Source: an optimization exercise on an open RTL-to-GDS flow (aim: small area). Production flows keep margins and buffers that such runs may drop.
Only simulation tests tie the RTL to the original design; equivalence was not proved.
No activity file was given, so power comes from the tool's default toggle rates.

## flow/design.v (module list and top-level ports; edited modules follow where they fit)
// module must_pix: 599 lines
// module end_pix: 741 lines
// module vga_ttop: 77 lines
module vga_ttop(
    input  wire        sys_clk,
    input  wire        sys_rst_n,
    input  wire        btn_next,
    output wire        hsync,
    output wire        vsync,
    output wire [15:0] rgb
);
  // ...
==> flow/run.sh <==
#!/bin/bash
# synth_recipe.tcl (not shown) runs the flow's synth.tcl, then flattens the netlist and writes it again
# the make line also repeats each setting of config.mk as NAME=value (left out here)
make -C /OpenROAD-flow-scripts/flow DESIGN_CONFIG=/design/flow/config.mk WORK_HOME=/design/flow/orfs CLKGATE_MAP_FILE= SYNTH_SCRIPT=/design/flow/synth_recipe.tcl finish
==> flow/config.mk <==
export PLATFORM = sky130hd
export DESIGN_NAME = vga_ttop
export DESIGN_NICKNAME = vga_ttop
export VERILOG_FILES = /design/flow/design.v
export SDC_FILE = /design/flow/constraint.sdc
export NUM_CORES = 4
export LEC_CHECK = 0
export CAP_MARGIN = 20
export CORE_MARGIN = 2
export CORE_UTILIZATION = 40
export SLEW_MARGIN = 20
==> flow/constraint.sdc <==
create_clock -name core_clock -period 20.0 [get_ports {sys_clk}]
set_input_delay 4.0000 -clock core_clock [delete_from_list [all_inputs] [get_ports {sys_clk}]]
set_output_delay 4.0000 -clock core_clock [all_outputs]
set_load 0.01 [all_outputs]
==> out/results.tsv, run 1 <==
metric	value	unit
critPathKind	reg -> out	
critPathLaunchType	flip-flop	
power_leader	registers	
vias	4746	
status	timing/DRC/antenna clean	
netlist_instances	620	
n_antenna_cell	0	
drc	0	
powerClk	0.0454	mW
seq_cells	26	
grt_usage	25.5	%
peakVddDrop	0.0487	mV
synth.area.mux_share	1.87	%
p_clk_share	35.0	%
worstMarginPinSlew	0.983	ns
switching_share	25.3	%
fillers	1084	
yosysMostFrequentCell	nand2_1	
dr.pass1.iters	6	
max_cap_violations	0	
setup_tns	0	ns
min_period	9.45	ns
synth_edf_count	0	
antenna_found_initial	0	
multi_input_gates	510	
synth_fa_ha_area_share	10.3	%
vias_per_cell	6.50	
clkTransAtPathRegs	0.10	ns
reg2reg_depth	7	
cts_setup_buffers	0	
gp_congestion	0.949	
final_area	4570	sq um
wire_per_inst	20.5	um
die_area	11900	sq um
min_delay_worst_endpoint	key_reg1	
cts_root_buf	clkbuf_8	
finalClockSkew	0.00501	ns
crit_path_start	vc[0]	
seq_power_share	44.3	%
min_path_type	reg -> reg	
==> run 2: changes to the inputs <==
==> flow/flow/run.sh (new file) <==
#!/bin/bash
# Own layout flow: the standard synthesis, its combinational logic re-mapped for
# area (flip-flops untouched), then the standard ORFS layout with port buffers
# of the smallest buffer and a clock tree without dummy loads.
set -euo pipefail
W=$PWD
R=$W/orfs/results/$FLOW_PLATFORM/vga_ttop/base
LIB=$FLOW_HOME/platforms/$FLOW_PLATFORM/lib/sky130_fd_sc_hd__tt_025C_1v80.lib

bash standard.sh "$R/1_2_yosys.v" > synth.log 2>&1
cp "$R/1_2_yosys.v" std_netlist.v
ln -sf "$LIB" lib.lib
python3 flow/mkmodels.py "$LIB" models.v > models.log 2>&1
yosys -s flow/reopt.ys > reopt.log 2>&1
cp reopt_netlist.v "$R/1_2_yosys.v"

export BUFFER_PORTS_ARGS="-buffer_cell sky130_fd_sc_hd__buf_1"
export CTS_ARGS="-sink_clustering_enable -repair_clock_nets -dont_use_dummy_load"
bash standard.sh finish > layout.log 2>&1
==> flow/flow/area.abc (new file) <==
strash
&get -n
&deepsyn -T 60
&put
dch -f
map -a
topo
==> flow/flow/mkmodels.py (new file) <==
#!/usr/bin/env python3
"""Write Verilog models of the liberty's combinational cells (for re-mapping) and blackbox
stubs of its sequential cells. usage: mkmodels.py LIB OUT.v"""
import re, sys
lib = open(sys.argv[1]).read()
out = []
def conv(f):
    f = f.strip().strip('"')
    f = f.replace('!', '~').replace('+', '|').replace('*', '&')
    # implicit AND (space between operands)
    f = re.sub(r'(?<=[\w\)])\s+(?=[\w\(~])', ' & ', f)
    return f
for m in re.finditer(r'\n\s*cell\s*\(\s*"?(\w+)"?\s*\)\s*\{', lib):
    name = m.group(1)
    start = m.end(); depth = 1; i = start
    while depth:
        c = lib[i]
        if c == '{': depth += 1
        elif c == '}': depth -= 1
        i += 1
    body = lib[start:i]
    seq = re.search(r'\b(ff|latch|statetable)\s*\(', body) is not None
    pins = []
    for pm in re.finditer(r'\bpin\s*\(\s*"?(\w+)"?\s*\)\s*\{', body):
        ps = pm.end(); d = 1; j = ps
        while d:
            c = body[j]
            if c == '{': d += 1
            elif c == '}': d -= 1
            j += 1
        pb = body[ps:j]
        dm = re.search(r'direction\s*:\s*"?(\w+)"?', pb)
        fm = re.search(r'\bfunction\s*:\s*("[^"]*")', pb)
        pins.append((pm.group(1), dm.group(1) if dm else 'input', fm.group(1) if fm else None))
    seen=set(); pins=[p for p in pins if not (p[0] in seen or seen.add(p[0]))]
    if not pins: continue
    decl = ", ".join(p[0] for p in pins)
    lines = [f"module {name}({decl});"]
    for p, d, f in pins:
        lines.append(f"  {'output' if d == 'output' else 'input'} {p};")
    outs = [p for p in pins if p[1] == 'output']
    if seq or any(f is None for _, _, f in outs) or not outs:
        lines.insert(0, "(* blackbox *)")
    else:
        for p, d, f in outs:
            lines.append(f"  assign {p} = {conv(f)};")
    lines.append("endmodule")
    out.append("\n".join(lines))
open(sys.argv[2], 'w').write("\n\n".join(out) + "\n")
==> flow/flow/reopt.ys (new file) <==
# Re-map the combinational logic of the standard synthesis for area. Every
# flip-flop is a blackbox here, so its instance, name and cell stay as they are.
read_verilog -lib models.v
read_verilog std_netlist.v
hierarchy -top vga_ttop
read_verilog -overwrite models.v
hierarchy -top vga_ttop
tee -o reopt_before.txt stat -liberty lib.lib
flatten
opt -purge
techmap
opt -fast -purge
abc -script flow/area.abc -liberty lib.lib -dont_use sky130_fd_sc_hd__probe_p_8 -dont_use sky130_fd_sc_hd__probec_p_8 -dont_use sky130_fd_sc_hd__lpflow_*
opt_clean -purge
hilomap -singleton -hicell sky130_fd_sc_hd__conb_1 HI -locell sky130_fd_sc_hd__conb_1 LO
splitnets
opt_clean -purge
tee -o reopt_after.txt stat -liberty lib.lib
write_verilog -noattr -nohex -nodec reopt_netlist.v
==> flow/standard.sh (new file) <==
#!/bin/bash
# synth_recipe.tcl (not shown) runs the flow's synth.tcl, then flattens the netlist and writes it again
# the make line also repeats each setting of config.mk as NAME=value (left out here)
make -C /OpenROAD-flow-scripts/flow DESIGN_CONFIG=/design/flow/config.mk WORK_HOME=/design/flow/orfs CLKGATE_MAP_FILE= SYNTH_SCRIPT=/design/flow/synth_recipe.tcl "${@:-finish}"
removed: flow/run.sh
==> run 2 against run 1 <==
  * Still clean
  * Non-clock buffer count down 2
  * Sequential cell count stayed put
  * Synthesized cell count fell by 11%
  * Utilization rose by 2.2 points
  * Sequential share of layout area is 4.9 points higher
  * Maximum frequency up 0.67%
  * Die area decreased by 27%
  * Routed wire length fell by 9.8%
  * Area after synthesis fell by 28%
==> out/results.tsv, run 2 <==
metric	value	unit	change
grt_pass1_wl	21100	um	
dr.pass1.iters	6		unchanged
peakVddDrop	0.0328	mV	-33%
cts_resized	0		
final_cell_mix	nor2_1 (139), nand2_1 (83), clkinv_1 (77), a21oi_1 (46), o21ai_0 (45)		
start_util	41.2	%	
antenna_found_initial	0		unchanged
htree_levels	1		
setup_tns	0	ns	unchanged
drv_slew	0		
largest_reg_flops	11		
switchingPower	0.0232	mW	
ctsHoldBuffers	0		
critPathLaunchType	flip-flop		
portBuffers	20		
grt_usage	31.1	%	+5.6 points
min_period	9.38	ns	-0.0624 ns
syn_area	3170	sq um	
status	timing/DRC/antenna clean		
cts_tree	yes		
cts_setup_buffers	0		unchanged
grt_pass1_vias	3943		
finalClockSkew	0.00888	ns	+0.00386 ns
grt_max_degree	27		
setup_viol	0		
rows	32		
dp_hpwl	10600	um	
finalCritPeriodShare	46.9	%	
area_growth	8.17	%	
post-route-util	44.6	%	
cts_root_buf	clkbuf_8		
gp_congestion	1.01		+5.9%
p_per_area	27.3	nW/um^2	
finalHoldViolations	0		
num-nets-final	581		
power_frac_comb	10.2	%	
cts.path.max_buffers	2		
total_power	0.0936	mW	
postLayoutSetupSlackWorst	10.62	ns	
largest-register	hc		
core	7690	sq um	
place_ws	11.13	ns	
critPathKind	reg -> out		
vias	4371		-7.9%
netlist_instances	551		-11%
seq_power_share	58.6	%	+14 points
vias_per_cell	6.45		-0.84%
drt-total-wl	13500	um	
dpl_cell_area	3390	sq um	
min_path_type	reg -> reg		
die_w	93.0	um	
drive_above_1_share	4.17	%	
cts_sinks	26		
relSlewSlack	28.9	%	
die_area	8650	sq um	-27%
final_common_cell	nor2_1		
io_pins	21		
clkTransAtPathRegs	0.08	ns	-0.02 ns
drc	0		unchanged
max_freq	107	MHz	
synth.avg_cell_area	5.75	sq um	
intPower	0.0704	mW	
drt_first_iter_violations	522		
max_cap_violations	0		unchanged
endpoint_kind	output pin		
clock_latency	0.27	ns	
cts_made_buffers	3		
worstPathArrival	5.38	ns	
p_leak	1.22	nW	
switching_share	24.8	%	-0.44 points
final_area	3430	sq um	-25%
worstMarginPinSlew	1.05	ns	+0.0703 ns
synth_nets	554		
largestRegisters	hc (11), vc (10)		
fp.dieH	93.0	um	
n_antenna_cell	0		unchanged
wire_per_inst	19.9	um	-2.9%
overflow	0		
p_clk_share	31.2	%	-3.8 points
rsz0062_at_grt	false		
critPathMaxFanout	14		
ant_nets	0		
ys_warn_count	1		
required	16.00	ns	
## run 2: cell types whose count changed in the layout (fill, tap and decap cells not counted), sizes merged, moves of 20 or more
cell,previous run,this run
clkdlybuf4s50,20,0
inv,22,0
clkinv,4,77
ha,34,0
nor2,45,139
## run 2: worst paths after layout
path	endpoint	startpoint	cells after the start	slack (ns)
hold reg to reg	key_reg1	key_reg0	0	0.36
hold / removal	key_reg1	key_reg0	0	0.36
max in group asynchronous	hc[5]	sys_rst_n	2	16.00
setup / recovery	rgb[10]	hc[5]	17	10.62
min in group asynchronous	vc[0]	sys_rst_n	2	3.70
setup reg to reg	vc[7]	hc[3]	14	15.84
## run 2: cell type report
| cell class | count | area [sq um] |
|---|---|---|
| Inverter | 77 | 289 |
| Timing Repair Buffer | 22 | 90.1 |
| Fill cell | 861 | 4260 |
| Tap cell | 102 | 128 |
| Sequential cell | 26 | 669 |
| Clock buffer | 3 | 41.3 |
| Multi-Input combinational cell | 448 | 2210 |
## run 2: stage by stage
step | std cells | hold WS (ns)
after floorplan | 551 | 0.345
after global placement | 675 | 0.353
after detailed placement | 675 | 0.351
after CTS | 678 | 0.366
after global routing | 678 | 0.367
final | 678 | 0.363
## run 2: metal layers
metal  GRT usage [%]  wire [um]
met5               0          0
met2            47.3       5910
met4            11.4        382
met1            45.2       5760
met3            3.63       1470
## run 2: power groups by stage
stage               sequential [mW]  clock [mW]  combinational, mW
finish                       0.0548      0.0292            0.00958
global route                 0.0550      0.0312             0.0105
CTS                          0.0549      0.0305            0.00969
detailed placement           0.0558           0            0.00961
global placement             0.0558           0            0.00949
floorplan                    0.0556           0            0.00555
## run 2: worst max-delay path, stage by stage, from the launching register on
cell and delay (ns):
dfstp_2 0.71, clkinv_1 0.44, nor2_1 0.58, clkinv_1 0.48, o211ai_1 0.30, o21ai_0 0.26, nor3_1 0.24, a221oi_1 0.07
a21oi_1 0.36, a2111oi_0 0.17, o221ai_1 0.09, o21ai_0 0.12, nand2_1 0.08, nor2_1 0.04, o21ai_0 0.43, o21ai_0 0.35
o21bai_1 0.25, buf_1 0.13

==> port drivers added, routing unchanged <==
The results above use ideal ports. As a check the final layouts listed here were re-extracted and re-timed, cells and wires unchanged. Step 1: set_driving_cell puts a clkbuf_16 on sys_clk and a buf_2 on each other input, an assumption about the parent block. Step 2 also shifts input and output timing later by t, the mid clock arrival at the registers, as if the neighbouring blocks saw the same clock. Three values: no drivers, after step 1, after step 2; two values: the first two.
run	shift t [ns]	setup WS [ns]	hold slack, ns	worst setup path at the end	worst register clock-pin slew, ns
run 1	0.321	10.553 / 10.521 / 10.841	0.363 / 0.363 / 0.363	register to output	0.10 / 0.10
run 2	0.293	10.616 / 10.589 / 10.882	0.363 / 0.363 / 0.363	register to output	0.09 / 0.09
After both steps setup and hold are still met in every run listed.
